This is an optimization exercise on Yosys and OpenROAD, whose aim is small area, a short achievable clock period and few clock cycles per item, not a production implementation.
RTL that was checked went through simulation tests only; none was proved equivalent to the original.
Only the layout flow was run in run 1; the RTL was not checked for function there.
No activity file was given, so power comes from the tool's default toggle rates.

File: flow/run.sh
#!/bin/bash
# synth_recipe.tcl (not shown) runs the flow's synth.tcl, then flattens the netlist and writes it again
# the make line also repeats each setting of config.mk as NAME=value (left out here)
make -C /OpenROAD-flow-scripts/flow DESIGN_CONFIG=/design/flow/config.mk WORK_HOME=/design/flow/orfs CLKGATE_MAP_FILE= SYNTH_SCRIPT=/design/flow/synth_recipe.tcl finish
File: flow/config.mk
export PLATFORM = sky130hd
export DESIGN_NAME = top_fsm
export DESIGN_NICKNAME = top_fsm
export VERILOG_FILES = /design/flow/design.v
export SDC_FILE = /design/flow/constraint.sdc
export NUM_CORES = 4
export LEC_CHECK = 0
export CAP_MARGIN = 20
export CORE_MARGIN = 2
export CORE_UTILIZATION = 65
export CTS_CLUSTER_DIAMETER = 60
export CTS_CLUSTER_SIZE = 40
export SETUP_SLACK_MARGIN = 2.2
export SLEW_MARGIN = 20
export SYNTH_HIERARCHICAL = 1
export SYNTH_MINIMUM_KEEP_SIZE = 0
File: flow/design.v
module top_fsm(
        input clk,
        input rst_n,
        input        ram_in_we,
        input [4 :0] ram_in_addr_wr,
        input [7 :0] ram_in_data_wr,
        input [3 :0] ram_out_addr_rd,
        output [15:0] ram_out_data_rd,
        input opmode_in,
        output reg done_out
);
    reg [7:0]  ram_in  [0:31];
    reg [15:0] ram_out [0:15];
    reg        busy;
    always @(posedge clk) begin
        if (ram_in_we)
            ram_in[ram_in_addr_wr] <= ram_in_data_wr;
    end
    integer k;
    always @(posedge clk) begin
        if (opmode_in)
            for (k = 0; k < 16; k = k + 1)
                ram_out[k] <= {ram_in[2*k], ram_in[2*k+1]};
    end
    wire [3:0] rd_lo, rd_hi;
    rd_pre u_rd_lo (.a(ram_out_addr_rd[1:0]), .p(rd_lo));
    rd_pre u_rd_hi (.a(ram_out_addr_rd[3:2]), .p(rd_hi));
    wire [15:0] rd_sel_c [0:1];
    genvar c, w;
    generate
        for (c = 0; c < 2; c = c + 1) begin : rd_copy
            for (w = 0; w < 16; w = w + 1) begin : line
                rd_and2 u_and (.a(rd_lo[w%4]), .b(rd_hi[w/4]), .y(rd_sel_c[c][w]));
            end
        end
    endgenerate
    genvar b, g;
    generate
        for (b = 0; b < 16; b = b + 1) begin : rd_bit
            wire [1:0] half;
            for (g = 0; g < 2; g = g + 1) begin : oct
                rd_octn u_oct (.s(rd_sel_c[b/8][8*g+7:8*g]),
                              .d({ram_out[8*g+7][b], ram_out[8*g+6][b], ram_out[8*g+5][b], ram_out[8*g+4][b],
                                  ram_out[8*g+3][b], ram_out[8*g+2][b], ram_out[8*g+1][b], ram_out[8*g][b]}),
                              .y(half[g]));
            end
            rd_nand2 u_or (.a(half[0]), .b(half[1]), .y(ram_out_data_rd[b]));
        end
    endgenerate
    always @(posedge clk or negedge rst_n) begin
        if (!rst_n)
            busy <= 1'b0;
        else
            busy <= opmode_in;
    end
    always @(posedge clk or negedge rst_n) begin
        if (!rst_n)
            done_out <= 1'b0;
        else if (opmode_in)
            done_out <= 1'b0;
        else if (busy)
            done_out <= 1'b1;
    end
endmodule
module rd_pre(input [1:0] a, output [3:0] p);
    assign p = 4'b1 << a;
endmodule
module rd_and2(input a, input b, output y);
    assign y = a & b;
endmodule
module rd_ao22n(input a, input b, input c, input d, output y);
    assign y = ~((a & b) | (c & d));
endmodule
module rd_nand4(input a, input b, input c, input d, output y);
    assign y = ~(a & b & c & d);
endmodule
module rd_octn(input [7:0] s, input [7:0] d, output y);
    assign y = ~|(s & d);
endmodule
module rd_nand2(input a, input b, output y);
    assign y = ~(a & b);
endmodule
File: flow/constraint.sdc
create_clock -name core_clock -period 4.5 [get_ports {clk}]
set_input_delay 0.9000 -clock core_clock [delete_from_list [all_inputs] [get_ports {clk}]]
set_output_delay 0.9000 -clock core_clock [all_outputs]
set_load 0.01 [all_outputs]
==> results.cfg, run 1 <==
[yosys]
synth_area_leader_cell = edfxtp_1
synth_seq_cells = 514
async_reset_ff_share_pct = 0.389
synth_common_cells = edfxtp_1, a22oi_1, and2_1, and4_1, nor2_1
synth_area_um2 = 17300
synth.net_count = 803
synthFlopType = edfxtp_1
synth_edf_count = 512
yosysWarnings = 9
synth_fa_ha_area_share_pct = 0
synth_top_family_by_area = compound AO/OA/AOI/OAI gates
yosys.area.top_type_share_pct = 89.1
synth-compound-area-share_pct = 5.57
synthDistinctLibCells = 20
synthCells = 782
syn_area_per_cell_um2 = 22.1
yosys-mux-area-fraction_pct = 0
synthSimpleGateAreaFrac_pct = 4.92
synth-xor-area-share_pct = 0
synth_top_cells_by_area = edfxtp_1, a22oi_1, and4_1
yosysMostFrequentCell = edfxtp_1
seq_area_frac_synth_pct = 89.4

[routing]
first_pass_iters = 4
ant_nets = 0
drtIter0Drc = 806
post-route-drc-count = 0
vias = 7769
wire_per_inst_um = 26.1
totalWireLength_um = 32300
avgViaCountPerCell = 6.28

[worst_hold_path]
hold_class = flop to flop

[sta]
finClkSkew_ns = 0.0178
drv_slew = 0
tightest_slew_ns = 0.879
hold_viol = 0
setup_ws_ns = 1.39
final.setup.tns_ns = 0
rsz0062_at_grt = yes
maxSlewHeadroom_pct = 41.2
setup_viol = 0
clock.fmax_ghz = 0.322
fin_crit_ns = 3.11
finalCritPeriodShare_pct = 69.1

[clocking]
numClockSinks = 514
cts_tree = yes
numCtsBuffers = 29
clkTransAtPathRegs_ns = 0.10
ctsLongestPathBuffers = 3
clockRootBuffer = clkbuf_16
clk_latency_ns = 0.59
htree_levels = 1

[global_route]
grt_max_degree = 105
use_met1_pct = 36.6
antenna_found_initial = 0
use_met2_pct = 37.6
global_route.overflow_total = 0
grtUsageMet3_pct = 3.52
grt_pass1_vias = 7814
grt_busiest_layer = met2
grt_use_total_pct = 23.7
grt_first_pass_wirelength_um = 48500

[setup_path]
critical_path_class = primary input to output pin
cp-end-kind = output pin
start_kind = primary input
required_ns = 3.60
critical_path_arrival_ns = 2.21
crit_fanout = 7

[cells_and_area]
area_growth_syn_to_layout_pct = 16.5
nets = 901
drive_gt1_share_pct = 30.3
fin_cells = 1238
nFillCells = 1360
diodes = 0

[placement]
gp_congestion = 0.788
dpl.cell_count = 1164
dp_slack_ns = 0.445
hpwl_um = 19900
portBuffers = 37

[pwr]
switchingPower_mw = 1.87
totalPowerFinal_mw = 8.76
peakVddDrop_v = 0.000477
clockPowerShare_pct = 34.1
seqPwrFrac_pct = 61.6
cellPowerDensity_nw_per_um2 = 436
comb_power_share_pct = 4.3
leakage_nw = 6.32
cellInternalPower_mw = 6.90
p_sw_share_pct = 21.3

[floorplanning]
die_h_um = 167
row_count = 59
initial_utilization_pct = 66.2
dieArea_um2 = 27900
pin_count = 38
coreArea_um2 = 26100
fp.dieW_um = 167

[flow_run]
drv_cap = 0

[status]
status = timing/DRC/antenna clean
==> layout make-up <==
cell class,instances,area (um2),area share (%)
clock inverters,22,297,1.47
well taps,335,419,2.08
multi-input cells,264,2540,12.6
flip-flops and latches,514,15400,76.7
clock buffers,32,737,3.66
repair buffers,71,693,3.45
==> stage by stage <==
stage / cell area [um2] / utilization [%] / hold slack [ns]
floorplan: 17400 / - / 0.400
global placement: 18300 / 70.1 / 0.400
detailed placement: 18300 / 70.1 / 0.405
CTS: 20000 / 76.9 / 0.416
global route: 20100 / 77.2 / 0.416
finish: 20100 / 77.2 / 0.413
==> modules after synthesis, one instance, submodules excluded <==
module / flip-flops and latches / times used / cell area, um2
rd_and2: 0 / 32 / 6.26
rd_nand2: 0 / 16 / 3.75
rd_octn: 0 / 32 / 38.8
rd_pre: 0 / 2 / 26.3
top_fsm: 514 / 1 / 15700
==> worst max-delay path, cell delays in order <==
cell	delay [ns]
buf_8	0.11
and2b_4	0.34
and2_4	0.24
buf_6	0.14
a22oi_2	0.06
and4_1	0.22
nand2_2	0.09
buf_6	0.11
==> final timing paths <==
kind / start / endpoint / slack, ns / cells past startpoint
max reg2reg: ram_in[20][2] / ram_out[10][10] / 3.83 / 0
min: ram_in[10][6] / ram_out[5][14] / 0.41 / 0
min in group asynchronous: rst_n / busy / 0.48 / 1
max in group asynchronous: rst_n / done_out / 3.90 / 1
min reg2reg: ram_in[10][6] / ram_out[5][14] / 0.41 / 0
max: ram_out_addr_rd[3] / ram_out_data_rd[7] / 1.39 / 8
==> power by group through the flow <==
stage               combinational, mW  clock (mW)  sequential, mW
global placement                0.324           0            5.49
detailed placement              0.330           0            5.50
finish                          0.377        2.99            5.40
global route                    0.400        3.21            5.41
CTS                             0.373        3.04            5.39
floorplan                       0.110           0            5.49
==> repair_timing <==
action / CTS / global route
resized for setup: 257 / 16
buffers inserted: 19 / 1
hold buffers: 0 / 0
pin swaps: 73 / 22
setup endpoints to repair: 241 / 174
==> cells by family (layout without fill, tap and decap cells) <==
kind of cell | Yosys count | count (layout)
AOI/OAI and AO/OA | 128 | 128
DFF | 514 | 514
buffers and inverters | 4 | 125
and+or+nand+nor | 136 | 136
==> flip-flops by register name, indices dropped and copies added (netlist names) <==
name and count:
ram_in 256, done_out 1, ram_out 256, busy 1
==> metal layers <==
| layer | routed length [um] | share of wire (%) | vias up |
|---|---|---|---|
| met5 | 0 | 0 | - |
| met4 | 626 | 1.9 | 0 |
| met3 | 2490 | 7.7 | 38 |
| met2 | 15400 | 48 | 307 |
| met1 | 13800 | 43 | 3973 |
| li1 | - | - | 3451 |
==> cells in the final DEF, fill, tap and decap left out, types with 6 or more instances in the layout <==
master | netlist | layout
nor2_2 | 0 | 9
buf_4 | 0 | 21
edfxtp_1 | 512 | 512
nor2_4 | 0 | 17
and2_4 | 0 | 32
inv_12 | 0 | 6
a22oi_2 | 0 | 73
nand2_1 | 18 | 11
and4_4 | 0 | 16
a22oi_1 | 128 | 55
and4_1 | 32 | 16
clkbuf_16 | 0 | 29
nand2_2 | 0 | 7
buf_2 | 1 | 10
clkdlybuf4s50_1 | 0 | 9
buf_6 | 1 | 16
==> run 2, diff against run 1 <==
--- a/flow/design.v
+++ b/flow/design.v
@@ -40,9 +40,9 @@
             wire [1:0] half;
             for (g = 0; g < 2; g = g + 1) begin : oct
                 rd_octn u_oct (.s(rd_sel_c[b/8][8*g+7:8*g]),
-                              .d({ram_out[8*g+7][b], ram_out[8*g+6][b], ram_out[8*g+5][b], ram_out[8*g+4][b],
-                                  ram_out[8*g+3][b], ram_out[8*g+2][b], ram_out[8*g+1][b], ram_out[8*g][b]}),
-                              .y(half[g]));
+                               .d({ram_out[8*g+7][b], ram_out[8*g+6][b], ram_out[8*g+5][b], ram_out[8*g+4][b],
+                                   ram_out[8*g+3][b], ram_out[8*g+2][b], ram_out[8*g+1][b], ram_out[8*g][b]}),
+                               .y(half[g]));
             end
             rd_nand2 u_or (.a(half[0]), .b(half[1]), .y(ram_out_data_rd[b]));
         end
@@ -68,12 +68,6 @@
 module rd_and2(input a, input b, output y);
     assign y = a & b;
 endmodule
-module rd_ao22n(input a, input b, input c, input d, output y);
-    assign y = ~((a & b) | (c & d));
-endmodule
-module rd_nand4(input a, input b, input c, input d, output y);
-    assign y = ~(a & b & c & d);
-endmodule
 module rd_octn(input [7:0] s, input [7:0] d, output y);
     assign y = ~|(s & d);
 endmodule
--- a/flow/config.mk
+++ b/flow/config.mk
@@ -8,9 +8,9 @@
 export CAP_MARGIN = 20
 export CORE_MARGIN = 2
 export CORE_UTILIZATION = 65
-export CTS_CLUSTER_DIAMETER = 60
-export CTS_CLUSTER_SIZE = 40
-export SETUP_SLACK_MARGIN = 2.2
+export CTS_CLUSTER_DIAMETER = 100
+export CTS_CLUSTER_SIZE = 30
+export SETUP_SLACK_MARGIN = 1.6
 export SLEW_MARGIN = 20
 export SYNTH_HIERARCHICAL = 1
 export SYNTH_MINIMUM_KEEP_SIZE = 0
==> run 2 against run 1 <==
Against the previous run:
- clock power shrank 27%
- count of clock-buffer cells in the layout decreased by 3
- power down 9.4%
- clock skew up 0.0088 ns
- sequential power about the same
- via count fell by 0.33%
- register-to-register slack is essentially flat
- critical endpoint is now ram_out_data_rd[4]
- fmax down 1.9%
- hold slack worse by 0.013 ns
==> results.cfg, run 2 <==
[floorplanning]
die_h_um = 167
initial_utilization_pct = 66.2
coreArea_um2 = 26100
pin_count = 38
dieArea_um2 = 27900
fp.dieW_um = 167
row_count = 59

[yosys]
synth_top_cells_by_area = edfxtp_1, a22oi_1, and4_1
yosysMostFrequentCell = edfxtp_1
seq_area_frac_synth_pct = 89.4
synth_area_leader_cell = edfxtp_1
synth.net_count = 803
synth_seq_cells = 514
yosys.area.top_type_share_pct = 89.1
synth_area_um2 = 17300
synthFlopType = edfxtp_1
yosysWarnings = 9
synthCells = 782
synthDistinctLibCells = 20
synth_edf_count = 512
async_reset_ff_share_pct = 0.389
syn_area_per_cell_um2 = 22.1
synth_common_cells = edfxtp_1, a22oi_1, and2_1, and4_1, nor2_1

[setup_path]
cpMostUsedCell = buf_6
critical_path_arrival_ns = 2.27
cpMaxStageDelayCell = and4_4
cpLargestDelayFamily = simple AND/OR/NAND/NOR gates
cp_cell_sequence = buf_8 > nor2b_4 > buf_6 > and2_4 > buf_6 > a22oi_2 > and4_4 > nand2_2 > buf_6
critical_path_class = primary input to output pin
reg2reg_to = ram_out[1][6]
required_ns = 3.60
start_kind = primary input
timing.rr.start = ram_in[3][6]
rrSetupSlack_ns = 3.82
crit_fanout = 8
reg2regPathDepth = 0
path_buf_inv = 4
crit_path_max_incr_delay_ns = 0.29
cp-end-kind = output pin

[flow_run]
drv_cap = 0

[clocking]
htree_levels = 1
clkTransAtPathRegs_ns = 0.10
cts_hold_buf = 0
clockRootBuffer = clkbuf_16
ctsLongestPathBuffers = 3
numCtsBuffers = 21
clk_latency_ns = 0.53
cts_tree = yes
numClockSinks = 514

[sta]
fin_crit_ns = 3.17
finClkSkew_ns = 0.0266
setup_viol = 0
rsz0062_at_grt = yes
setup_ws_ns = 1.33
maxSlewHeadroom_pct = 36.2
drv_slew = 0
finalCritPeriodShare_pct = 70.5
tightest_slew_ns = 0.953
final.setup.tns_ns = 0
clock.fmax_ghz = 0.315
hold_viol = 0

[cells_and_area]
final_common_cell = edfxtp_1
area_growth_syn_to_layout_pct = 12.4
final_core_util_pct = 74.5
top_regs = ram_in: 256 flops, ram_out: 256 flops
fin_cells = 1212
nets = 890
final_cell_mix = edfxtp_1, a22oi_2, a22oi_1
drive_gt1_share_pct = 24.2

[routing]
totalWireLength_um = 32300
vias = 7743
avgViaCountPerCell = 6.39
post-route-drc-count = 0
drtIter0Drc = 1013
wire_per_inst_um = 26.6
ant_nets = 0
first_pass_iters = 5

[worst_hold_path]
hold_depth = 0
min_to = ram_out[7][8]
hp-start = ram_in[14][0]
hold_class = flop to flop

[placement]
dp_slack_ns = 0.343
dpl.cell_count = 1170
hpwl_um = 20000
portBuffers = 37
gp_congestion = 0.771

[pwr]
leakage_nw = 6.03
seqPwrFrac_pct = 67.9
comb_power_share_pct = 4.7
cellInternalPower_mw = 6.38
cellPowerDensity_nw_per_um2 = 409
switchingPower_mw = 1.56
totalPowerFinal_mw = 7.94
clockPowerShare_pct = 27.4
peakVddDrop_v = 0.000406
p_sw_share_pct = 19.7

[status]
status = timing/DRC/antenna clean

[global_route]
grt_first_pass_wirelength_um = 48100
grt_max_degree = 101
global_route.overflow_total = 0
antenna_found_initial = 1
grt_pass1_vias = 7627
grt_use_total_pct = 23.6
==> run 2: changes by cell type in the layout (fill, tap and decap cells not counted), moves of 6 or more <==
cell,before,now
clkbuf_16,29,21
inv_12,6,0
nor2_1,2,27
nor2_2,9,1
nor2_4,17,0
==> run 2: worst max path at each step <==
stage,from,slack (ns),cells past startpoint,endpoint
6_report,ram_out_addr_rd[1],1.33,9,ram_out_data_rd[4]
5_1_grt,ram_out_addr_rd[1],1.29,9,ram_out_data_rd[4]
4_1_cts,ram_out_addr_rd[3],1.32,9,ram_out_data_rd[4]
3_5_place_dp,ram_out_addr_rd[3],0.34,7,ram_out_data_rd[8]
3_3_place_gp,ram_out_addr_rd[1],0.38,7,ram_out_data_rd[3]
2_1_floorplan,ram_out_addr_rd[3],1.80,5,ram_out_data_rd[0]
==> run 2: cell type report <==
cell class / count / area, um2
clock inverter: 1 / 30.0
fill: 1443 / 6650
tap: 335 / 419
timing repair buffer: 68 / 633
sequential: 514 / 15400
clock buffer: 29 / 556
antenna: 1 / 2.50
multi-input combinational: 264 / 2340
==> run 2: logic make-up after synthesis <==
logic type / count (synthesis) / share of synthesized area [%]
buffers and inverters: 4 / 0.138
AND/OR/NAND/NOR: 136 / 4.92
flip-flops: 514 / 89.4
AO/OA/AOI/OAI: 128 / 5.57
==> run 2: what timing repair did <==
| action | 4_1_cts | 5_1_grt |
|---|---|---|
| pin swaps | 62 | 34 |
| buffers inserted | 11 | 0 |
| endpoints found under the setup margin | 16 | 16 |
| resized for setup | 251 | 30 |
==> run 2: power by group through the flow <==
stage               clock network (mW)  registers, mW  logic [mW]
finish                            2.18           5.40       0.371
global route                      2.38           5.41       0.395
CTS                               2.21           5.39       0.359
detailed placement                   0           5.50       0.321
global placement                     0           5.49       0.313
floorplan                            0           5.49       0.101
==> run 2: metrics by stage <==
stage	hold slack, ns	area, um2
after global placement	0.400	18200
after floorplan	0.400	17300
after detailed placement	0.405	18200
after global routing	0.391	19400
final	0.400	19400
after CTS	0.397	19300
==> run 2: layer usage <==
metal | vias to the layer above | part of all wire (%) | track usage (%)
met5 | - | 0 | 0
met4 | 0 | 1.8 | 4.42
met3 | 34 | 6.6 | 3.42
met2 | 288 | 47 | 36.0
met1 | 4022 | 44 | 37.8
li1 | 3399 | - | -
==> run 2: modules after synthesis (local to each module, per instance) <==
module / copies in the design / flip-flops and latches / area, um2
rd_and2: 32 / 0 / 6.26
rd_nand2: 16 / 0 / 3.75
rd_octn: 32 / 0 / 38.8
rd_pre: 2 / 0 / 26.3
top_fsm: 1 / 514 / 15700
Testbench counts of run 2, summed over its fixed seeds: cycles 384, transfers 192.
==> run 3, diff against run 2 <==
--- a/flow/config.mk
+++ b/flow/config.mk
@@ -10,7 +10,7 @@
 export CORE_UTILIZATION = 65
 export CTS_CLUSTER_DIAMETER = 100
 export CTS_CLUSTER_SIZE = 30
-export SETUP_SLACK_MARGIN = 1.6
+export SETUP_SLACK_MARGIN = 1.8
 export SLEW_MARGIN = 20
 export SYNTH_HIERARCHICAL = 1
 export SYNTH_MINIMUM_KEEP_SIZE = 0
==> run 3 against run 2 <==
Against the previous run:
- still clean
- synthesized cell count unchanged
- count of clock-buffer cells in the layout unchanged
- power increased by 0.24%
- area after synthesis unchanged
- register-to-register slack improved by 0.02 ns
- fmax increased by 3.6%
- utilization increased by 0.48 points
- critical endpoint is now ram_out_data_rd[1]
- highest routed layer unchanged
==> results.cfg, run 3 <==
[global_route]
grt_use_total_pct = 23.9
global_route.overflow_total = 0
grt_max_degree = 110
grt_first_pass_wirelength_um = 48400
antenna_found_initial = 0
grt_pass1_vias = 7548

[yosys]
synth_area_um2 = 17300
synth_common_cells = edfxtp_1, a22oi_1, and2_1, and4_1, nor2_1
synthDistinctLibCells = 20
synth.net_count = 803
synthFlopType = edfxtp_1
synth_top_cells_by_area = edfxtp_1, a22oi_1, and4_1
synthCells = 782
synth_area_leader_cell = edfxtp_1
synth_edf_count = 512
yosys.area.top_type_share_pct = 89.1
seq_area_frac_synth_pct = 89.4
async_reset_ff_share_pct = 0.389
yosysWarnings = 9
synth_seq_cells = 514
syn_area_per_cell_um2 = 22.1
yosysMostFrequentCell = edfxtp_1

[setup_path]
critical_path_arrival_ns = 2.16
required_ns = 3.60
cp-end-kind = output pin
start_kind = primary input
crit_fanout = 8
critical_path_class = primary input to output pin

[sta]
final.setup.tns_ns = 0
finalCritPeriodShare_pct = 68.1
timing.hold.ws_ns = 0.398
drv_slew = 0
tightest_slew_ns = 1.04
setup_viol = 0
maxSlewHeadroom_pct = 30.2
finClkSkew_ns = 0.0274
fin_crit_ns = 3.06
clock.fmax_ghz = 0.327
rsz0062_at_grt = yes
hold_viol = 0

[pwr]
cellInternalPower_mw = 6.39
comb_power_share_pct = 4.8
seqPwrFrac_pct = 67.8
clockPowerShare_pct = 27.4
p_sw_share_pct = 19.8
leakage_nw = 6.01
cellPowerDensity_nw_per_um2 = 408
peakVddDrop_v = 0.000546
switchingPower_mw = 1.57

[cells_and_area]
final_common_cell = edfxtp_1
area_growth_syn_to_layout_pct = 13.2
nFillCells = 1450
final_core_util_pct = 74.9
fin_cells = 1201
top_regs = ram_in: 256 flops, ram_out: 256 flops
drive_gt1_share_pct = 27.8
nets = 880
diodes = 0
final_cell_mix = edfxtp_1, a22oi_2, and2_4

[placement]
dpl.cell_count = 1171
portBuffers = 37
gp_congestion = 0.817
hpwl_um = 20400

[clocking]
ctsLongestPathBuffers = 3
clkTransAtPathRegs_ns = 0.10
numCtsBuffers = 21
htree_levels = 1
cts_tree = yes
clockRootBuffer = clkbuf_16
post_cts_buffers = 0
clk_latency_ns = 0.54
numClockSinks = 514

[floorplanning]
row_count = 59
dieArea_um2 = 27900
fp.dieW_um = 167
pin_count = 38
coreArea_um2 = 26100
initial_utilization_pct = 66.2
die_h_um = 167

[routing]
ant_nets = 0
totalWireLength_um = 32900
vias = 7685
wire_per_inst_um = 27.4
drtIter0Drc = 795
post-route-drc-count = 0
first_pass_iters = 5
avgViaCountPerCell = 6.40

[worst_hold_path]
hold_class = flop to flop

[status]
status = timing/DRC/antenna clean

[flow_run]
drv_cap = 0
run 3: cell counts after synthesis:
No cell type changed its count.
run 3: worst max-delay path: stages:
cell and delay [ns]:
buf_8 0.10, nor2b_4 0.12, buf_6 0.13, and2_4 0.20, a22oi_2 0.23, and4_4 0.29, nand2_2 0.06, buf_6 0.12
run 3: final timing paths:
path	slack, ns	end	start	depth (start not counted)
max reg2reg	3.84	ram_out[13][4]	ram_in[27][4]	0
min reg2reg	0.40	ram_out[2][9]	ram_in[4][1]	0
min in group asynchronous	0.50	done_out	rst_n	1
min	0.40	ram_out[2][9]	ram_in[4][1]	0
max in group asynchronous	3.88	busy	rst_n	1
max	1.44	ram_out_data_rd[1]	ram_out_addr_rd[3]	8
run 3: layout make-up:
cell class	instances	area (um2)	area share, %
clock buffer	29	556	2.84
clock inverter	1	30.0	0.154
multi-input combinational	264	2530	12.9
sequential	514	15400	79.0
tap	335	419	2.15
timing repair buffer	58	572	2.93
run 3: stage by stage:
stage | setup slack [ns] | power (mW) | area [um2]
6_report | 1.44 | 7.96 | 19500
5_1_grt | 1.41 | 8.20 | 19500
4_1_cts | 1.41 | 7.98 | 19400
3_5_place_dp | 0.381 | 5.82 | 18200
3_3_place_gp | 0.387 | 5.81 | 18200
2_1_floorplan | 1.81 | 5.59 | 17300
run 3: logic make-up (layout without fill, tap and decap cells):
kind of cell	after synthesis	in the layout	synth area share, %
flip-flops	514	514	89.4
AND/OR/NAND/NOR	136	136	4.92
buffers and inverters	4	88	0.138
AO/OA/AOI/OAI	128	128	5.57
run 3: power groups by stage:
| stage | combinational [mW] | clock (mW) | sequential, mW |
|---|---|---|---|
| global placement | 0.318 | 0 | 5.50 |
| global route | 0.403 | 2.38 | 5.41 |
| CTS | 0.368 | 2.22 | 5.40 |
| detailed placement | 0.324 | 0 | 5.50 |
| floorplan | 0.101 | 0 | 5.49 |
| finish | 0.380 | 2.18 | 5.40 |
run 3: modules after synthesis, one instance, submodules excluded:
module,flip-flops and latches,cells inside
top_fsm,514,566
rd_octn,0,5
rd_pre,0,4
rd_and2,0,1
rd_nand2,0,1
run 3: layer usage:
layer	share of wire [%]	GRT usage (%)	vias to the layer above	wire length, um
met4	2.2	5.21	0	719
li1	-	-	3374	-
met3	7.0	2.90	50	2290
met2	48	38.6	297	15700
met5	0	0	-	0
met1	43	36.4	3964	14200
run 3: timing repair:
action,CTS,global route
setup endpoints to repair,16,38
gates resized for setup,278,42
pin swaps,79,50
hold buffers,0,0
==> run 4, diff against run 3 <==
==> flow/flow/run.sh (new file) <==
#!/bin/bash
# Standard layout (the standard.sh: standard synthesis, floorplan, power grid,
# placement, CTS, routing), with stronger timing-driven global placement.
set -euo pipefail
export GLOBAL_PLACEMENT_ARGS="-timing_driven_net_weight_max 5 -timing_driven_nets_percentage 25"
bash standard.sh > standard_flow.log 2>&1
==> flow/standard.sh (new file) <==
#!/bin/bash
# synth_recipe.tcl (not shown) runs the flow's synth.tcl, then flattens the netlist and writes it again
# the make line also repeats each setting of config.mk as NAME=value (left out here)
make -C /OpenROAD-flow-scripts/flow DESIGN_CONFIG=/design/flow/config.mk WORK_HOME=/design/flow/orfs CLKGATE_MAP_FILE= SYNTH_SCRIPT=/design/flow/synth_recipe.tcl "${@:-finish}"
removed: flow/run.sh
==> run 4 against run 3 <==
Against the previous run:
- power rose by 1.1%
- final cell count is essentially flat
- routed wire length grew 6.8%
- first-iteration DRC count up 25%
- still clean
- largest power group unchanged
- setup slack got worse by 0.069 ns
- clock power is 4% higher
- non-clock buffer count did not move
- largest cell class unchanged
- combinational power about the same
- cell area down 0.12%
==> results.cfg, run 4 <==
[sta]
finClkSkew_ns = 0.0163
tightest_slew_ns = 0.970
finalCritPeriodShare_pct = 69.6
maxSlewHeadroom_pct = 35.3
hold_viol = 0
clock.fmax_ghz = 0.319
drv_slew = 0
final.setup.tns_ns = 0
rsz0062_at_grt = yes
fin_crit_ns = 3.13
setup_ws_ns = 1.37
timing.hold.ws_ns = 0.413
setup_viol = 0

[flow_run]
drv_cap = 0

[yosys]
synthDistinctLibCells = 20
seq_area_frac_synth_pct = 89.4
synth_area_um2 = 17300
synth.net_count = 803
synth_seq_cells = 514
synth_common_cells = edfxtp_1, a22oi_1, and2_1, and4_1, nor2_1
synth_edf_count = 512
synthFlopType = edfxtp_1
yosysWarnings = 9
syn_area_per_cell_um2 = 22.1
yosys.area.top_type_share_pct = 89.1
synth_top_cells_by_area = edfxtp_1, a22oi_1, and4_1
synth_area_leader_cell = edfxtp_1
yosysMostFrequentCell = edfxtp_1
async_reset_ff_share_pct = 0.389
synthCells = 782

[floorplanning]
dieArea_um2 = 27900
row_count = 59
coreArea_um2 = 26100
pin_count = 38
die_h_um = 167
fp.dieW_um = 167
initial_utilization_pct = 66.2

[setup_path]
cp-end-kind = output pin
required_ns = 3.60
cp-endpoint = ram_out_data_rd[4]
critical_path_class = primary input to output pin
timing.rr.start = ram_in[30][5]
reg2reg_to = ram_out[15][13]
crit_start = ram_out_addr_rd[1]
critical_path_arrival_ns = 2.23
reg2regPathDepth = 0
rrSetupSlack_ns = 3.83
crit_fanout = 8
start_kind = primary input

[cells_and_area]
final_cell_mix = edfxtp_1, a22oi_2, a22oi_1
seqCellArea_um2 = 15400
final_core_util_pct = 74.9
fin_cells = 1202
multiInputGateArea_um2 = 2470
top_regs = ram_in: 256 flops, ram_out: 256 flops
area_growth_syn_to_layout_pct = 13.0
diodes = 0
nFillCells = 1424
final_common_cell = edfxtp_1
finalInstanceArea_um2 = 19500
drive_gt1_share_pct = 26.5
nets = 880

[routing]
first_pass_iters = 5
avgViaCountPerCell = 6.55
wire_per_inst_um = 29.2
drtIter0Drc = 995
post-route-drc-count = 0
ant_nets = 0
vias = 7875
totalWireLength_um = 35100

[placement]
hpwl_um = 21700
dpl.cell_count = 1169
portBuffers = 37
postPlaceCellArea_um2 = 18200
gp_congestion = 0.915
dp_slack_ns = 0.316

[clocking]
clkTransAtPathRegs_ns = 0.10
clockRootBuffer = clkbuf_16
ctsLongestPathBuffers = 3
numClockSinks = 514
clk_latency_ns = 0.54
numCtsBuffers = 21
cts_tree = yes
cts_hold_buf = 0
htree_levels = 1

[pwr]
totalPowerFinal_mw = 8.05
leakage_nw = 6.01
cellPowerDensity_nw_per_um2 = 413
peakVddDrop_v = 0.000504

[global_route]
antenna_found_initial = 0
grt_max_degree = 127
grt_pass1_vias = 7730
grt_use_total_pct = 25.3
global_route.overflow_total = 0
grt_first_pass_wirelength_um = 50900

[status]
status = timing/DRC/antenna clean

[worst_hold_path]
hold_class = flop to flop
hold_depth = 0
[run 4: cell counts after synthesis]
Identical to the previous run, type by type.
[run 4: worst max-delay path: stages]
cell,delay [ns]
buf_8,0.10
nor2b_4,0.12
buf_6,0.13
and2_4,0.21
a22oi_2,0.32
and4_1,0.23
nand2_1,0.07
buf_2,0.14
[run 4: logic make-up (layout without fill, tap and decap cells)]
group / after synthesis / after routing / synth area share, %
flip-flops: 514 / 514 / 89.4
AO/OA/AOI/OAI: 128 / 128 / 5.57
AND/OR/NAND/NOR: 136 / 136 / 4.92
buffers and inverters: 4 / 89 / 0.138
[run 4: worst min-delay path by stage]
stage / slack [ns] / to / start
after floorplan: 0.40 / ram_out[0][0] / ram_in[1][0]
after global placement: 0.40 / ram_out[7][1] / ram_in[15][1]
after detailed placement: 0.40 / ram_out[0][15] / ram_in[0][7]
after CTS: 0.41 / ram_out[0][13] / ram_in[0][5]
after global routing: 0.42 / ram_out[0][13] / ram_in[0][5]
final: 0.41 / ram_out[0][13] / ram_in[0][5]
[run 4: modules after synthesis (local to each module, per instance)]
module / cells / copies in the design / cell area [um2]
top_fsm: 566 / 1 / 15700
rd_octn: 5 / 32 / 38.8
rd_pre: 4 / 2 / 26.3
rd_and2: 1 / 32 / 6.26
rd_nand2: 1 / 16 / 3.75
[run 4: power breakdown]
group / total, mW / internal [mW] / leakage (nW) / switching (mW)
registers: 5.41 / 5.36 / 4.84 / 0.0492
clock network: 2.26 / 0.944 / 0.294 / 1.31
logic: 0.382 / 0.143 / 0.883 / 0.239
[run 4: repair_timing]
item                       4_1_cts  5_1_grt
buffers inserted                 0        2
pin swaps                       71       33
gates resized for setup        252       58
setup endpoints to repair       32      105
[run 4: metal layers]
metal | track usage, % | routed length (um)
met1 | 37.5 | 14500
met2 | 40.5 | 17100
met3 | 4.97 | 2690
met4 | 5.40 | 765
met5 | 0 | 0
[run 4: final cells by class]
class / instances / share of cell area, %
Sequential cell: 514 / 79.1
Multi-Input combinational cell: 264 / 12.6
Clock buffer: 29 / 2.85
Timing Repair Buffer: 58 / 2.98
Clock inverter: 2 / 0.308
Tap cell: 335 / 2.15
==> run 5, diff against run 4 <==
==> flow/flow/run.sh (replaced) <==
#!/bin/bash
# Standard layout (the standard.sh: standard synthesis, floorplan, power grid,
# placement, CTS, routing) with smaller port buffers and no dummy clock loads.
set -euo pipefail
export BUFFER_PORTS_ARGS="-buffer_cell sky130_fd_sc_hd__buf_1"
export CTS_ARGS="-sink_clustering_enable -repair_clock_nets -sink_clustering_size 30 -sink_clustering_max_diameter 100 -dont_use_dummy_load"
bash standard.sh > standard_flow.log 2>&1
==> run 5 against run 4 <==
Against the previous run:
- still clean on timing, DRC and antenna
- die area is the same
- via count shrank 3.3%
- cell area shrank 2.3%
- count of clock-buffer cells in the layout shrank 8
- combinational power shrank 12%
- largest cell class unchanged
==> results.cfg, run 5 <==
[status]
status = timing/DRC/antenna clean

[routing]
wire_per_inst_um = 27.2
top_layer_used = met4
totalWireLength_um = 32300
drtIter0Drc = 1039
route.met2.wl_um = 15300
vias = 7619
wl_met3_um = 1760
first_pass_iters = 5
avgViaCountPerCell = 6.42
ant_nets = 0
wl_met1_um = 14700
post-route-drc-count = 0

[global_route]
grt_first_pass_wirelength_um = 48400
grt_pass1_vias = 7655
global_route.overflow_total = 0
antenna_found_initial = 0
grt_use_total_pct = 23.7
grt_max_degree = 95

[cells_and_area]
top_regs = ram_in: 256 flops, ram_out: 256 flops
multiInputGateArea_um2 = 2320
final_cell_mix = edfxtp_1, a22oi_2, a22oi_1
diodes = 0
final_core_util_pct = 73.1
final_common_cell = edfxtp_1
seqCellArea_um2 = 15400
area_growth_syn_to_layout_pct = 10.4
nFillCells = 1463
drive_gt1_share_pct = 21.9
finalInstanceArea_um2 = 19100
nets = 874

[clocking]
numCtsBuffers = 21
htree_levels = 1
ctsLongestPathBuffers = 3
numClockSinks = 514
clockRootBuffer = clkbuf_16
cts_hold_buf = 0
clk_latency_ns = 0.52
cts_tree = yes
clkTransAtPathRegs_ns = 0.10

[sta]
fin_crit_ns = 3.10
hold_viol = 0
maxSlewHeadroom_pct = 29.1
finalCritPeriodShare_pct = 69.0
tightest_slew_ns = 1.06
drv_slew = 0
final.setup.tns_ns = 0
rsz0062_at_grt = yes
setup_viol = 0
finClkSkew_ns = 0.0553
clock.fmax_ghz = 0.322

[placement]
gp_congestion = 0.784
hpwl_um = 20700
postPlaceCellArea_um2 = 17900
portBuffers = 37

[yosys]
yosysMostFrequentCell = edfxtp_1
synth_top_cells_by_area = edfxtp_1, a22oi_1, and4_1
yosys.area.top_type_share_pct = 89.1
synth_seq_cells = 514
synth_area_um2 = 17300
syn_area_per_cell_um2 = 22.1
synthCells = 782
synth_edf_count = 512
synthDistinctLibCells = 20
synthFlopType = edfxtp_1
yosysWarnings = 9
synth_area_leader_cell = edfxtp_1
synth.net_count = 803
async_reset_ff_share_pct = 0.389
synth_common_cells = edfxtp_1, a22oi_1, and2_1, and4_1, nor2_1
seq_area_frac_synth_pct = 89.4

[setup_path]
start_kind = primary input
cpMaxStageDelayCell = and4_4
required_ns = 3.60
crit_fanout = 8
crit_path_max_incr_delay_ns = 0.30
cpLargestDelayFamily = simple AND/OR/NAND/NOR gates
cp_cell_sequence = buf_6 > nor2b_4 > buf_6 > and2_4 > a22oi_2 > and4_4 > nand2_1 > buf_1
path_buf_inv = 3
cp-end-kind = output pin
cpMostUsedCell = buf_6
critical_path_class = primary input to output pin
critical_path_arrival_ns = 2.20

[floorplanning]
dieArea_um2 = 27900
die_h_um = 167
fp.dieW_um = 167
initial_utilization_pct = 66.2
coreArea_um2 = 26100
pin_count = 38
row_count = 59

[worst_hold_path]
hold_class = primary input to async pin

[pwr]
leakage_nw = 5.87
cellPowerDensity_nw_per_um2 = 411
peakVddDrop_v = 0.000368

[flow_run]
drv_cap = 0
==> run 5: report_power, final <==
group | internal (mW) | total (mW) | leakage, nW | switching [mW]
logic | 0.111 | 0.338 | 0.772 | 0.227
registers | 5.36 | 5.40 | 4.84 | 0.0380
clock network | 0.842 | 2.09 | 0.259 | 1.25
total | 6.31 | 7.83 | 5.87 | 1.51
==> run 5: cell type report <==
class                   count  area share (%)
clock buffers              21            2.76
multi-input cells         264            12.2
flip-flops and latches    514            81.0
well taps                 335            2.20
repair buffers             52            1.92
==> run 5: path summary, 6_finish.rpt <==
check / start / end / slack [ns] / cells after the start
min: rst_n / done_out / 0.13 / 1
min reg2reg: ram_in[5][0] / ram_out[2][0] / 0.42 / 0
max in group asynchronous: rst_n / busy / 4.25 / 1
max: ram_out_addr_rd[1] / ram_out_data_rd[9] / 1.40 / 8
max reg2reg: ram_in[14][0] / ram_out[7][8] / 3.80 / 0
min in group core_clock: ram_in[5][0] / ram_out[2][0] / 0.42 / 0
==> run 5: cells by family after synthesis <==
family                 synth area share (%)
AND/OR/NAND/NOR                        4.92
AO/OA/AOI/OAI                          5.57
flip-flops                             89.4
buffers and inverters                 0.138
==> run 5: stage by stage <==
stage	worst slack [ns]	total power [mW]	instances	hold WS, ns
detailed placement	0.995	5.78	1164	0.405
global placement	1.03	5.77	1163	0.400
CTS	1.37	7.86	1186	0.116
global route	1.37	8.08	1186	0.118
finish	1.40	7.83	1186	0.131
floorplan	1.81	5.59	782	0.400
==> run 5: metal layers <==
layer | vias to the layer above | global-route usage (%)
li1 | 3360 | -
met1 | 3956 | 37.6
met3 | 37 | 3.09
met4 | 0 | 4.95
met2 | 266 | 36.5
met5 | - | 0
==> run 5: what timing repair did <==
item                       4_1_cts  5_1_grt
pin swaps                       45       26
buffers inserted                 1        0
resized for setup              162       30
setup endpoints to repair       16       16
hold endpoints to repair         0        0
cloned                           0        0
==> run 5: per-module statistics from Yosys, one instance, submodules excluded <==
module	cell area, um2	flops+latches	cells	copies in the design
rd_and2	6.26	0	1	32
rd_pre	26.3	0	4	2
top_fsm	15700	514	566	1
rd_nand2	3.75	0	1	16
rd_octn	38.8	0	5	32
==> run 6, diff against run 5 <==
==> flow/flow/run.sh (replaced) <==
#!/bin/bash
# Standard layout (the standard.sh: standard synthesis, floorplan, power grid,
# placement, CTS, routing) with smaller port buffers, clkbuf_8 clock-tree leaf
# buffers and no dummy clock loads.
set -euo pipefail
export BUFFER_PORTS_ARGS="-buffer_cell sky130_fd_sc_hd__buf_1"
export CTS_ARGS="-sink_clustering_enable -repair_clock_nets -sink_clustering_size 20 -sink_clustering_max_diameter 60 -buf_list {sky130_fd_sc_hd__clkbuf_8 sky130_fd_sc_hd__clkbuf_16} -sink_clustering_buffer sky130_fd_sc_hd__clkbuf_8 -dont_use_dummy_load"
bash standard.sh > standard_flow.log 2>&1
--- a/flow/config.mk
+++ b/flow/config.mk
@@ -7,9 +7,7 @@
 export LEC_CHECK = 0
 export CAP_MARGIN = 20
 export CORE_MARGIN = 2
-export CORE_UTILIZATION = 65
-export CTS_CLUSTER_DIAMETER = 100
-export CTS_CLUSTER_SIZE = 30
+export CORE_UTILIZATION = 72
 export SETUP_SLACK_MARGIN = 1.8
 export SLEW_MARGIN = 20
 export SYNTH_HIERARCHICAL = 1
==> run 6 against run 5 <==
Against the previous run:
- final cell count is 0.17% lower
- non-clock buffer count rose by 5
- flip-flop and latch count stayed put
- critical path depth stayed put
- clock skew is 0.038 ns lower
- fmax fell by 1.0%
- synthesized cell count unchanged
- setup slack worse by 0.032 ns
- largest power group unchanged
- highest routed layer unchanged
==> results.cfg, run 6 <==
[clocking]
clkTransAtPathRegs_ns = 0.10
cts_tree = yes
numCtsBuffers = 30
htree_levels = 1
clockRootBuffer = clkbuf_16
clk_latency_ns = 0.53
cts_hold_buf = 0
numClockSinks = 514
ctsLongestPathBuffers = 3

[routing]
totalWireLength_um = 31700
drtIter0Drc = 951
ant_nets = 0
post-route-drc-count = 0
vias = 7733
first_pass_iters = 7
wire_per_inst_um = 26.8
avgViaCountPerCell = 6.53

[setup_path]
crit_fanout = 8
crit_path_max_incr_delay_ns = 0.30
required_ns = 3.60
cpMostUsedCell = buf_8
critical_path_arrival_ns = 2.24
start_kind = primary input
cp_cell_sequence = buf_8 > nor2b_4 > buf_8 > and2_4 > a22oi_2 > and4_4 > nand2_1 > buf_2
cp-end-kind = output pin
cpMaxStageDelayCell = and4_4
critical_path_class = primary input to output pin

[floorplanning]
initial_utilization_pct = 73.5
pin_count = 38
row_count = 56
coreArea_um2 = 23500
fp.dieW_um = 159
die_h_um = 159
dieArea_um2 = 25200

[cells_and_area]
diodes = 0
area_growth_syn_to_layout_pct = 10.3
final_cell_mix = edfxtp_1, a22oi_1, a22oi_2
drive_gt1_share_pct = 23.0
top_regs = ram_in: 256 flops, ram_out: 256 flops
nets = 888
final_common_cell = edfxtp_1

[yosys]
synthDistinctLibCells = 20
synth_area_um2 = 17300
synth.net_count = 803
synth_area_leader_cell = edfxtp_1
syn_area_per_cell_um2 = 22.1
synth_top_cells_by_area = edfxtp_1, a22oi_1, and4_1
synth_edf_count = 512
yosysWarnings = 9
synthFlopType = edfxtp_1
synth_seq_cells = 514
yosysMostFrequentCell = edfxtp_1
synth_common_cells = edfxtp_1, a22oi_1, and2_1, and4_1, nor2_1
async_reset_ff_share_pct = 0.389
yosys.area.top_type_share_pct = 89.1
seq_area_frac_synth_pct = 89.4
synthCells = 782

[pwr]
cellPowerDensity_nw_per_um2 = 402
peakVddDrop_v = 0.000367
leakage_nw = 5.89
p_sw_share_pct = 19.6
comb_power_share_pct = 4.7
clockPowerShare_pct = 24.8
seqPwrFrac_pct = 70.5
cellInternalPower_mw = 6.15
switchingPower_mw = 1.50

[flow_run]
drv_cap = 0

[sta]
final.setup.tns_ns = 0
finClkSkew_ns = 0.0174
rsz0062_at_grt = yes
fin_crit_ns = 3.14
hold_viol = 0
maxSlewHeadroom_pct = 31.1
clock.fmax_ghz = 0.319
finalCritPeriodShare_pct = 69.7
tightest_slew_ns = 1.03
timing.hold.ws_ns = 0.134
drv_slew = 0
setup_viol = 0

[placement]
gp_congestion = 0.795
hpwl_um = 19800
portBuffers = 37

[global_route]
grt_pass1_vias = 7516
antenna_found_initial = 0
grt_use_total_pct = 25.4
grt_first_pass_wirelength_um = 46500
global_route.overflow_total = 0
grt_max_degree = 71

[status]
status = timing/DRC/antenna clean

[worst_hold_path]
hold_class = primary input to async pin
==> run 6: path summary, 6_finish.rpt <==
kind                       slack (ns)  cells past startpoint               start                   to
hold / removal                   0.13                      1               rst_n                 busy
hold reg to reg                  0.41                      0       ram_in[11][0]        ram_out[5][0]
setup / recovery                 1.36                      8  ram_out_addr_rd[1]  ram_out_data_rd[10]
max in group asynchronous        4.23                      1               rst_n             done_out
setup reg to reg                 3.83                      0       ram_in[10][6]       ram_out[5][14]
min in group core_clock          0.41                      0       ram_in[11][0]        ram_out[5][0]
==> run 6: cell families (layout without fill, tap and decap cells) <==
family | after synthesis | after routing | synth area share (%)
compound gates | 128 | 128 | 5.57
flops | 514 | 514 | 89.4
buf+inv | 4 | 87 | 0.138
simple gates | 136 | 136 | 4.92
==> run 6: layout make-up <==
class / count / area [um2]
clock buffer: 30 / 447
fill: 1100 / 4440
sequential: 514 / 15400
multi-input combinational: 264 / 2310
tap: 319 / 399
timing repair buffer: 57 / 457
==> run 6: Yosys stat by module (local to each module, per instance) <==
module | copies in the design | cell area [um2]
rd_octn | 32 | 38.8
rd_pre | 2 | 26.3
top_fsm | 1 | 15700
rd_and2 | 32 | 6.26
rd_nand2 | 16 | 3.75
==> run 6: per-layer routing <==
metal	wire length, um	share of wire [%]	track usage (%)	up-vias
li1	-	-	-	3378
met1	13300	42	39.7	3958
met2	15000	47	39.6	358
met3	2930	9.2	4.00	39
met4	473	1.5	5.21	0
met5	0	0	0	-
==> run 6: worst max-delay path: cells and delay by family <==
kind,cells,cell delay [ns]
AOI/OAI and AO/OA,1,0.28
and+or+nand+nor,4,0.67
buffers and inverters,3,0.38
==> run 6: stage by stage <==
step	instances	total power, mW	util (%)	setup slack (ns)	cell area [um2]
6_report	1184	7.65	81.1	1.36	19000
2_1_floorplan	782	5.59	-	1.81	17300
4_1_cts	1182	7.66	80.6	1.39	18900
3_3_place_gp	1150	5.77	76.4	0.891	17900
5_1_grt	1184	7.86	81.1	1.37	19000
3_5_place_dp	1150	5.78	76.4	0.868	17900
==> run 6: power groups by stage <==
stage,sequential (mW),clock [mW],combinational (mW)
floorplan,5.49,0,0.101
detailed placement,5.50,0,0.285
global route,5.40,2.08,0.378
CTS,5.39,1.93,0.341
finish,5.39,1.90,0.357
global placement,5.49,0,0.278
==> run 6: what timing repair did <==
item,in CTS,in global routing
setup buffers,2,2
pin swaps,49,18
gates resized for setup,175,25
endpoints found under the hold margin,0,0
setup endpoints to repair,16,16
==> run 7, diff against run 6 <==
--- a/flow/config.mk
+++ b/flow/config.mk
@@ -7,8 +7,8 @@
 export LEC_CHECK = 0
 export CAP_MARGIN = 20
 export CORE_MARGIN = 2
-export CORE_UTILIZATION = 72
-export SETUP_SLACK_MARGIN = 1.8
+export CORE_UTILIZATION = 65
+export SETUP_SLACK_MARGIN = 2.0
 export SLEW_MARGIN = 20
 export SYNTH_HIERARCHICAL = 1
 export SYNTH_MINIMUM_KEEP_SIZE = 0
==> run 7 against run 6 <==
Against the previous run:
- flip-flop and latch count stayed put
- via count is 1.0% lower
- power is 0.55% higher
- sequential share of layout area is 0.57 points lower
- setup slack better by 0.046 ns
- die area is 10% higher
- hold slack worse by 0.0014 ns
- fmax is 1.5% higher
- clock power hardly changed
- still clean on timing, DRC and antenna
- combinational power is 5% higher
==> results.cfg, run 7 <==
[setup_path]
start_kind = primary input
crit_path_max_incr_delay_ns = 0.30
timing.rr.start = busy
rrSetupSlack_ns = 3.83
cp_cell_sequence = buf_8 > nor2b_4 > buf_6 > and2_4 > a22oi_2 > and4_4 > nand2_2 > buf_6
cpMaxStageDelayCell = and4_4
crit_fanout = 8
cp-end-kind = output pin
crit_start = ram_out_addr_rd[1]
required_ns = 3.60
cpMostUsedCell = buf_6
critical_path_class = primary input to output pin
critical_path_arrival_ns = 2.19

[yosys]
synth_area_um2 = 17300
synth.net_count = 803
synth_seq_cells = 514
synth_top_family_by_area = compound AO/OA/AOI/OAI gates
yosys-mux-area-fraction_pct = 0
synth-compound-area-share_pct = 5.57
synth_area_leader_cell = edfxtp_1
synth-xor-area-share_pct = 0
synth_common_cells = edfxtp_1, a22oi_1, and2_1, and4_1, nor2_1
yosys.area.top_type_share_pct = 89.1
synthCells = 782
yosysMostFrequentCell = edfxtp_1
synth_edf_count = 512
yosysWarnings = 9
synthFlopType = edfxtp_1
synth_top_cells_by_area = edfxtp_1, a22oi_1, and4_1
synthDistinctLibCells = 20
synth_fa_ha_area_share_pct = 0
async_reset_ff_share_pct = 0.389
syn_area_per_cell_um2 = 22.1
synthSimpleGateAreaFrac_pct = 4.92
seq_area_frac_synth_pct = 89.4

[floorplanning]
coreArea_um2 = 26100
row_count = 59
initial_utilization_pct = 66.2
pin_count = 38
die_h_um = 167
fp.dieW_um = 167
dieArea_um2 = 27900

[cells_and_area]
final_common_cell = edfxtp_1
diodes = 0
drive_gt1_share_pct = 25.6
area_growth_syn_to_layout_pct = 11.1
finalInstanceArea_um2 = 19200
fin_cells = 1198
final_cell_mix = edfxtp_1, a22oi_2, a22oi_1
top_regs = ram_in: 256 flops, ram_out: 256 flops
nets = 886

[routing]
vias = 7653
ant_nets = 0
wire_per_inst_um = 27.1
drtIter0Drc = 810
post-route-drc-count = 0
totalWireLength_um = 32500
avgViaCountPerCell = 6.39
first_pass_iters = 5

[status]
status = timing/DRC/antenna clean

[sta]
tightest_slew_ns = 0.905
drv_slew = 0
fin_crit_ns = 3.09
finalCritPeriodShare_pct = 68.7
finClkSkew_ns = 0.0254
hold_viol = 0
rsz0062_at_grt = yes
setup_ws_ns = 1.41
clock.fmax_ghz = 0.324
maxSlewHeadroom_pct = 39.4
final.setup.tns_ns = 0
setup_viol = 0

[flow_run]
drv_cap = 0

[pwr]
totalPowerFinal_mw = 7.69
peakVddDrop_v = 0.000311
leakage_nw = 5.90
cellPowerDensity_nw_per_um2 = 401

[clocking]
numCtsBuffers = 31
clkTransAtPathRegs_ns = 0.11
cts_hold_buf = 0
ctsLongestPathBuffers = 3
cts_tree = yes
clockRootBuffer = clkbuf_16
htree_levels = 1
numClockSinks = 514
clk_latency_ns = 0.54

[global_route]
grt_first_pass_wirelength_um = 48600
grt_use_total_pct = 23.8
antenna_found_initial = 0
global_route.overflow_total = 0
grt_max_degree = 97
grt_pass1_vias = 7826

[placement]
gp_congestion = 0.831
hpwl_um = 20400
dp_slack_ns = 0.977
postPlaceCellArea_um2 = 18000
dpl.cell_count = 1164
portBuffers = 37

[worst_hold_path]
hold_class = primary input to async pin
[run 7: cell types whose count changed in the layout (fill, tap and decap cells not counted), moves of 2 or more]
cell | before | now
a22oi_1 | 69 | 57
a22oi_2 | 59 | 71
and2_2 | 0 | 2
and2_4 | 34 | 32
and4_1 | 16 | 13
and4_4 | 16 | 19
buf_2 | 9 | 1
buf_6 | 11 | 19
nand2_1 | 11 | 3
nand2_2 | 4 | 12
nor2_1 | 27 | 25
[run 7: kinds of logic (layout without fill, tap and decap cells)]
logic type | count (synthesis) | after routing
buf+inv | 4 | 85
flops | 514 | 514
simple gates | 136 | 136
compound gates | 128 | 128
[run 7: metrics by stage]
stage	utilization, %	hold WS, ns
5_1_grt	73.6	0.116
4_1_cts	72.9	0.114
2_1_floorplan	-	0.400
3_5_place_dp	69.1	0.405
6_report	73.6	0.133
3_3_place_gp	69.1	0.400
[run 7: layout make-up]
type / instances / area, um2
flip-flops and latches: 514 / 15400
fillers: 1468 / 6890
multi-input cells: 264 / 2400
repair buffers: 54 / 467
clock buffers: 31 / 460
well taps: 335 / 419
[run 7: per-layer routing]
| metal | global-route usage, % | share of wire, % |
|---|---|---|
| met1 | 34.9 | 43 |
| met2 | 37.8 | 48 |
| met3 | 4.61 | 6.4 |
| met4 | 6.41 | 2.5 |
| met5 | 0 | 0 |
[run 7: what timing repair did]
action,CTS,global route
endpoints found under the setup margin,26,19
gates resized for setup,137,36
setup buffers,3,0
pin swaps,55,43
endpoints found under the hold margin,0,0
[run 7: final timing paths]
path                                  endpoint  cells past startpoint
hold reg to reg                ram_out[13][15]                      0
hold / removal                            busy                      1
setup / recovery           ram_out_data_rd[10]                      8
min in group core_clock        ram_out[13][15]                      0
max in group asynchronous             done_out                      1
setup reg to reg                      done_out                      2
[run 7: modules after synthesis (local to each module, per instance)]
module,flops+latches,copies in the design
rd_and2,0,32
rd_nand2,0,16
rd_octn,0,32
rd_pre,0,2
top_fsm,514,1
[run 7: power breakdown]
group          leakage (nW)  switching [mW]  total (mW)  internal (mW)
registers              4.84          0.0384        5.40           5.36
clock network         0.238            1.23        1.92          0.685
logic                 0.826           0.238       0.376          0.137
[run 7: worst max-delay path: cells and delay by family]
family	cells	cell delay (ns)
AO/OA/AOI/OAI	1	0.26
buffers and inverters	3	0.35
AND/OR/NAND/NOR	4	0.68
==> run 8, diff against run 7 <==
--- a/flow/config.mk
+++ b/flow/config.mk
@@ -8,7 +8,9 @@
 export CAP_MARGIN = 20
 export CORE_MARGIN = 2
 export CORE_UTILIZATION = 65
-export SETUP_SLACK_MARGIN = 2.0
+export CTS_CLUSTER_DIAMETER = 100
+export CTS_CLUSTER_SIZE = 30
+export SETUP_SLACK_MARGIN = 1.8
 export SLEW_MARGIN = 20
 export SYNTH_HIERARCHICAL = 1
 export SYNTH_MINIMUM_KEEP_SIZE = 0
==> run 8 against run 7 <==
Against the previous run:
- sequential power about the same
- setup slack improved by 0.0035 ns
- sequential share of layout area is 0.87 points higher
- fmax increased by 0.11%
- die area unchanged
- critical endpoint is now ram_out_data_rd[8]
- highest routed layer unchanged
==> results.cfg, run 8 <==
[placement]
gp_congestion = 0.784
hpwl_um = 20700
dpl.cell_count = 1164
portBuffers = 37
dp_slack_ns = 0.995

[global_route]
global_route.overflow_total = 0
grt_max_degree = 95
grt_first_pass_wirelength_um = 48600
antenna_found_initial = 0
grt_use_total_pct = 23.7
grt_pass1_vias = 7733

[setup_path]
crit_start = ram_out_addr_rd[1]
crit_fanout = 8
reg2reg_to = ram_out[3][4]
start_kind = primary input
cp-endpoint = ram_out_data_rd[8]
rrSetupSlack_ns = 3.81
critical_path_arrival_ns = 2.19
timing.rr.start = ram_in[7][4]
critical_path_class = primary input to output pin
cp-end-kind = output pin
required_ns = 3.60
reg2regPathDepth = 0

[routing]
wl_met1_um = 14500
vias = 7630
first_pass_iters = 5
drtIter0Drc = 1079
top_layer_used = met4
totalWireLength_um = 32600
avgViaCountPerCell = 6.38
wl_met3_um = 2120
route.met2.wl_um = 15500
ant_nets = 0
post-route-drc-count = 0
wire_per_inst_um = 27.2

[yosys]
yosysWarnings = 9
yosysMostFrequentCell = edfxtp_1
synthCells = 782
synth.net_count = 803
synthFlopType = edfxtp_1
synthDistinctLibCells = 20
async_reset_ff_share_pct = 0.389
seq_area_frac_synth_pct = 89.4
synth_edf_count = 512
synth_top_cells_by_area = edfxtp_1, a22oi_1, and4_1
synth_area_leader_cell = edfxtp_1
synth_seq_cells = 514
syn_area_per_cell_um2 = 22.1
synth_area_um2 = 17300
yosys.area.top_type_share_pct = 89.1
synth_common_cells = edfxtp_1, a22oi_1, and2_1, and4_1, nor2_1

[sta]
rsz0062_at_grt = yes
hold_viol = 0
clock.fmax_ghz = 0.324
fin_crit_ns = 3.09
tightest_slew_ns = 1.06
timing.hold.ws_ns = 0.143
finClkSkew_ns = 0.0402
setup_viol = 0
final.setup.tns_ns = 0
drv_slew = 0
setup_ws_ns = 1.41
maxSlewHeadroom_pct = 29.4
finalCritPeriodShare_pct = 68.6

[cells_and_area]
nets = 884
area_growth_syn_to_layout_pct = 9.90
final_cell_mix = edfxtp_1, a22oi_1, a22oi_2
diodes = 0
final_core_util_pct = 72.8
top_regs = ram_in: 256 flops, ram_out: 256 flops
multiInputGateArea_um2 = 2290
drive_gt1_share_pct = 22.3
nFillCells = 1486
seqCellArea_um2 = 15400
final_common_cell = edfxtp_1
fin_cells = 1196

[clocking]
numClockSinks = 514
ctsLongestPathBuffers = 3
htree_levels = 1
clockRootBuffer = clkbuf_16
cts_hold_buf = 0
cts_tree = yes
clk_latency_ns = 0.54
clkTransAtPathRegs_ns = 0.11
numCtsBuffers = 31

[floorplanning]
die_h_um = 167
coreArea_um2 = 26100
dieArea_um2 = 27900
pin_count = 38
fp.dieW_um = 167
row_count = 59
initial_utilization_pct = 66.2

[pwr]
leakage_nw = 5.84
cellPowerDensity_nw_per_um2 = 404
peakVddDrop_v = 0.000355

[status]
status = timing/DRC/antenna clean

[worst_hold_path]
hold_class = primary input to async pin

[flow_run]
drv_cap = 0
-- run 8: logic make-up after synthesis --
logic type | Yosys count | share of synthesized area (%)
flops | 514 | 89.4
simple gates | 136 | 4.92
compound gates | 128 | 5.57
buf+inv | 4 | 0.138
-- run 8: worst min-delay path by stage --
stage	start	endpoint	slack, ns	depth (start not counted)
after global placement	ram_in[24][0]	ram_out[12][8]	0.40	0
after CTS	rst_n	busy	0.12	1
after global routing	rst_n	busy	0.12	1
after detailed placement	ram_in[0][4]	ram_out[0][12]	0.40	0
after floorplan	ram_in[1][0]	ram_out[0][0]	0.40	0
final	rst_n	busy	0.14	1
-- run 8: layout make-up --
class | count | share of cell area [%]
repair buffers | 52 | 1.94
well taps | 335 | 2.21
multi-input cells | 264 | 12.1
clock buffers | 31 | 2.43
flip-flops and latches | 514 | 81.3
-- run 8: critical path: stages --
cell	delay, ns
buf_6	0.10
nor2b_4	0.11
buf_6	0.14
and2_4	0.19
a22oi_1	0.20
and4_1	0.29
nand2_2	0.11
buf_6	0.14
-- run 8: power breakdown --
group          switching (mW)  internal (mW)  leakage (nW)
Sequential             0.0380           5.36          4.84
Combinational           0.226          0.108         0.765
Clock                    1.25          0.684         0.238
Total                    1.51           6.15          5.84
-- run 8: per-module statistics from Yosys (local to each module, per instance) --
| module | cell area [um2] | flops+latches | times used | cells |
|---|---|---|---|---|
| top_fsm | 15700 | 514 | 1 | 566 |
| rd_octn | 38.8 | 0 | 32 | 5 |
| rd_pre | 26.3 | 0 | 2 | 4 |
| rd_and2 | 6.26 | 0 | 32 | 1 |
| rd_nand2 | 3.75 | 0 | 16 | 1 |
-- run 8: metrics by stage --
stage          cell area (um2)  power (mW)
3_3_place_gp             17900        5.77
3_5_place_dp             17900        5.78
4_1_cts                  18900        7.70
5_1_grt                  19000        7.92
2_1_floorplan            17300        5.59
6_report                 19000        7.66
-- run 8: routing by layer --
layer	global-route usage (%)	up-vias
met2	37.0	290
met1	38.0	3944
met5	0	-
met4	3.86	0
met3	2.71	33
li1	-	3363
-- run 8: what timing repair did --
action                                  4_1_cts  5_1_grt
pin swaps                                    45       36
endpoints found under the setup margin       16       16
resized for setup                           162       23
buffers inserted                              1        0
==> run 9, diff against run 8 <==
==> flow/flow/run.sh (replaced) <==
#!/bin/bash
# Standard layout (the standard.sh: standard synthesis, floorplan, power grid,
# placement, CTS, routing) with smaller port buffers, clkbuf_8 clock-tree leaf
# buffers, no dummy clock loads, and the read tree's AND-OR gates sized back
# down after global routing (downsize.tcl).
set -euo pipefail
HERE="$(cd "$(dirname "$0")" && pwd)"
export BUFFER_PORTS_ARGS="-buffer_cell sky130_fd_sc_hd__buf_1"
export CTS_ARGS="-sink_clustering_enable -repair_clock_nets -sink_clustering_size 20 -sink_clustering_max_diameter 60 -buf_list {sky130_fd_sc_hd__clkbuf_8 sky130_fd_sc_hd__clkbuf_16} -sink_clustering_buffer sky130_fd_sc_hd__clkbuf_8 -dont_use_dummy_load"
export POST_GLOBAL_ROUTE_TCL="$HERE/downsize.tcl"
bash standard.sh > standard_flow.log 2>&1
==> flow/flow/downsize.tcl (new file) <==
# Runs after global routing (POST_GLOBAL_ROUTE_TCL): puts every a22oi back to
# its smallest size, then legalizes and re-routes the nets that changed.
puts "WNS before downsizing: [sta::worst_slack -max]"
global_route -start_incremental
set n 0
foreach inst [get_cells *] {
  if { [regexp {^sky130_fd_sc_hd__a22oi_[24]$} [get_property $inst ref_name]] } {
    replace_cell $inst sky130_fd_sc_hd__a22oi_1
    incr n
  }
}
detailed_placement
global_route -end_incremental
estimate_parasitics -global_routing
write_guides $::env(RESULTS_DIR)/route.guide
puts "Downsized $n a22oi; WNS after: [sta::worst_slack -max]"
==> run 9 against run 8 <==
Against the previous run:
- synthesized cell count unchanged
- clock power about the same
- sequential power hardly changed
- power shrank 0.13%
- critical endpoint is now ram_out_data_rd[9]
- largest cell class unchanged
- highest routed layer unchanged
==> results.cfg, run 9 <==
[clocking]
post_cts_buffers = 1
cts_tree = yes
numClockSinks = 514
numCtsBuffers = 31
cts_hold_buf = 0
clk_latency_ns = 0.55
ctsLongestPathBuffers = 3
clkTransAtPathRegs_ns = 0.11
clockRootBuffer = clkbuf_16
htree_levels = 1
cts-resized-gates = 162

[worst_hold_path]
hold_class = primary input to async pin

[pwr]
peakVddDrop_v = 0.000346
cellPowerDensity_nw_per_um2 = 410
leakage_nw = 5.81

[setup_path]
crit_path_max_incr_delay_ns = 0.34
cp_cell_sequence = buf_6 > nor2b_4 > buf_6 > and2_4 > a22oi_1 > and4_4 > nand2_1 > buf_1
crit_fanout = 8
cp-end-kind = output pin
cpLargestDelayFamily = simple AND/OR/NAND/NOR gates
rrSetupSlack_ns = 3.80
critical_path_class = primary input to output pin
reg2regPathDepth = 0
start_kind = primary input
critical_path_arrival_ns = 2.26
timing.rr.start = ram_in[7][4]
cpMostUsedCell = buf_6
crit_start = ram_out_addr_rd[1]
required_ns = 3.60
cpMaxStageDelayCell = a22oi_1
crit_cells = 8
path_buf_inv = 3

[floorplanning]
fp.dieW_um = 167
pin_count = 38
coreArea_um2 = 26100
initial_utilization_pct = 66.2
die_h_um = 167
dieArea_um2 = 27900
row_count = 59

[routing]
ant_nets = 0
first_pass_iters = 5
drtIter0Drc = 980
wire_per_inst_um = 27.3
vias = 7585
post-route-drc-count = 0
avgViaCountPerCell = 6.34
totalWireLength_um = 32600

[sta]
clock.fmax_ghz = 0.316
tightest_slew_ns = 1.04
finalCritPeriodShare_pct = 70.3
setup_viol = 0
timing.hold.ws_ns = 0.139
hold_viol = 0
fin_crit_ns = 3.16
finClkSkew_ns = 0.0404
drv_slew = 0
maxSlewHeadroom_pct = 30.6
final.setup.tns_ns = 0

[cells_and_area]
nets = 884
fin_cells = 1196
top_regs = ram_in: 256 flops, ram_out: 256 flops
final_cell_mix = edfxtp_1, a22oi_1, and2_4
diodes = 0
area_growth_syn_to_layout_pct = 8.05
drive_gt1_share_pct = 14.9
final_common_cell = edfxtp_1

[yosys]
synth_common_cells = edfxtp_1, a22oi_1, and2_1, and4_1, nor2_1
synth_top_cells_by_area = edfxtp_1, a22oi_1, and4_1
async_reset_ff_share_pct = 0.389
yosysMostFrequentCell = edfxtp_1
yosys.area.top_type_share_pct = 89.1
synth_seq_cells = 514
seq_area_frac_synth_pct = 89.4
yosysWarnings = 9
synthFlopType = edfxtp_1
synth_edf_count = 512
synthDistinctLibCells = 20
synth.net_count = 803
synth_area_um2 = 17300
syn_area_per_cell_um2 = 22.1
synth_area_leader_cell = edfxtp_1
synthCells = 782

[global_route]
grt_use_total_pct = 23.7
global_route.overflow_total = 0
antenna_found_initial = 0
grt_first_pass_wirelength_um = 48600
grt_pass1_vias = 7733
grt_max_degree = 95

[placement]
gp_congestion = 0.784
portBuffers = 37
dpl.cell_count = 1164
hpwl_um = 20700

[status]
status = timing/DRC/antenna clean

[flow_run]
drv_cap = 0
[run 9: final cells by class]
cell class / count / area [um2]
sequential: 514 / 15400
clock buffer: 31 / 460
tap: 335 / 419
fill: 1540 / 7410
timing repair buffer: 52 / 368
multi-input combinational: 264 / 1970
[run 9: worst paths after layout]
kind,end
setup reg to reg,ram_out[3][4]
min in group core_clock,ram_out[2][12]
hold reg to reg,ram_out[2][12]
hold / removal,busy
max in group asynchronous,done_out
setup / recovery,ram_out_data_rd[9]
[run 9: metrics by stage]
stage	setup WS, ns	total power [mW]	cell area (um2)	util (%)
4_1_cts	1.37	7.70	18900	72.5
3_5_place_dp	0.995	5.78	17900	68.8
3_3_place_gp	1.03	5.77	17900	68.8
2_1_floorplan	1.81	5.59	17300	-
6_report	1.34	7.65	18600	71.6
[run 9: logic make-up after synthesis]
kind of cell    synth area share [%]
compound gates                  5.57
buf+inv                        0.138
flops                           89.4
simple gates                    4.92
[run 9: metal layers]
| layer | share of wire, % | track usage, % |
|---|---|---|
| met1 | 45 | 38.0 |
| met2 | 48 | 37.0 |
| met3 | 6.5 | 2.71 |
| met4 | 1.2 | 3.86 |
| met5 | 0 | 0 |
[run 9: per-module statistics from Yosys (local to each module, per instance)]
module	cells inside	flip-flops and latches	times used
top_fsm	566	514	1
rd_octn	5	0	32
rd_nand2	1	0	16
rd_and2	1	0	32
rd_pre	4	0	2
[run 9: power by group]
| group | total, mW | switching, mW | internal (mW) |
|---|---|---|---|
| Clock | 1.94 | 1.26 | 0.684 |
| Combinational | 0.322 | 0.221 | 0.101 |
| Sequential | 5.39 | 0.0325 | 5.36 |

==> port drivers added, routing unchanged <==
No port has a modelled driver above. Below, the same layouts with a new extraction and two added sets of constraints.
Step 1 (the two cells are an assumption about what drives the block):
set clk [get_ports {clk}]
set_driving_cell -lib_cell sky130_fd_sc_hd__clkbuf_16 $clk
set_driving_cell -lib_cell sky130_fd_sc_hd__buf_2 [delete_from_list [all_inputs] $clk]
Step 2 times the ports against the registers' clock, not the clock port: input delays grow and output delays shrink by t, the midpoint of the rising clock arrivals with the driver on.
Slacks: no drivers / after step 1 / after step 2; pairs: no drivers / after step 1.
run | shift t [ns] | setup WS [ns] | hold slack, ns | worst data-port slew with drivers (ns)
run 1 | 0.625 | 1.391 / 1.346 / 1.346 | 0.413 / 0.413 / 0.413 | 0.07
run 2 | 0.571 | 1.329 / 1.288 / 1.208 | 0.400 / 0.400 / 0.400 | 0.09
run 3 | 0.581 | 1.438 / 1.374 / 1.280 | 0.398 / 0.398 / 0.398 | 0.09
run 4 | 0.582 | 1.369 / 1.328 / 1.284 | 0.413 / 0.413 / 0.413 | 0.08
run 5 | 0.553 | 1.395 / 1.332 / 1.332 | 0.131 / 0.103 / 0.417 | 0.09
run 6 | 0.573 | 1.363 / 1.321 / 1.321 | 0.134 / 0.109 / 0.410 | 0.05
run 7 | 0.568 | 1.409 / 1.366 / 1.366 | 0.133 / 0.107 / 0.399 | 0.07
run 8 | 0.562 | 1.413 / 1.350 / 1.350 | 0.143 / 0.116 / 0.389 | 0.08
run 9 | 0.566 | 1.339 / 1.276 / 1.276 | 0.139 / 0.112 / 0.388 | 0.08
After both steps setup and hold are still met in every run listed. The setup slack of run 3, which loses most, moves by -0.064 ns with the drivers and by -0.158 ns with both steps.
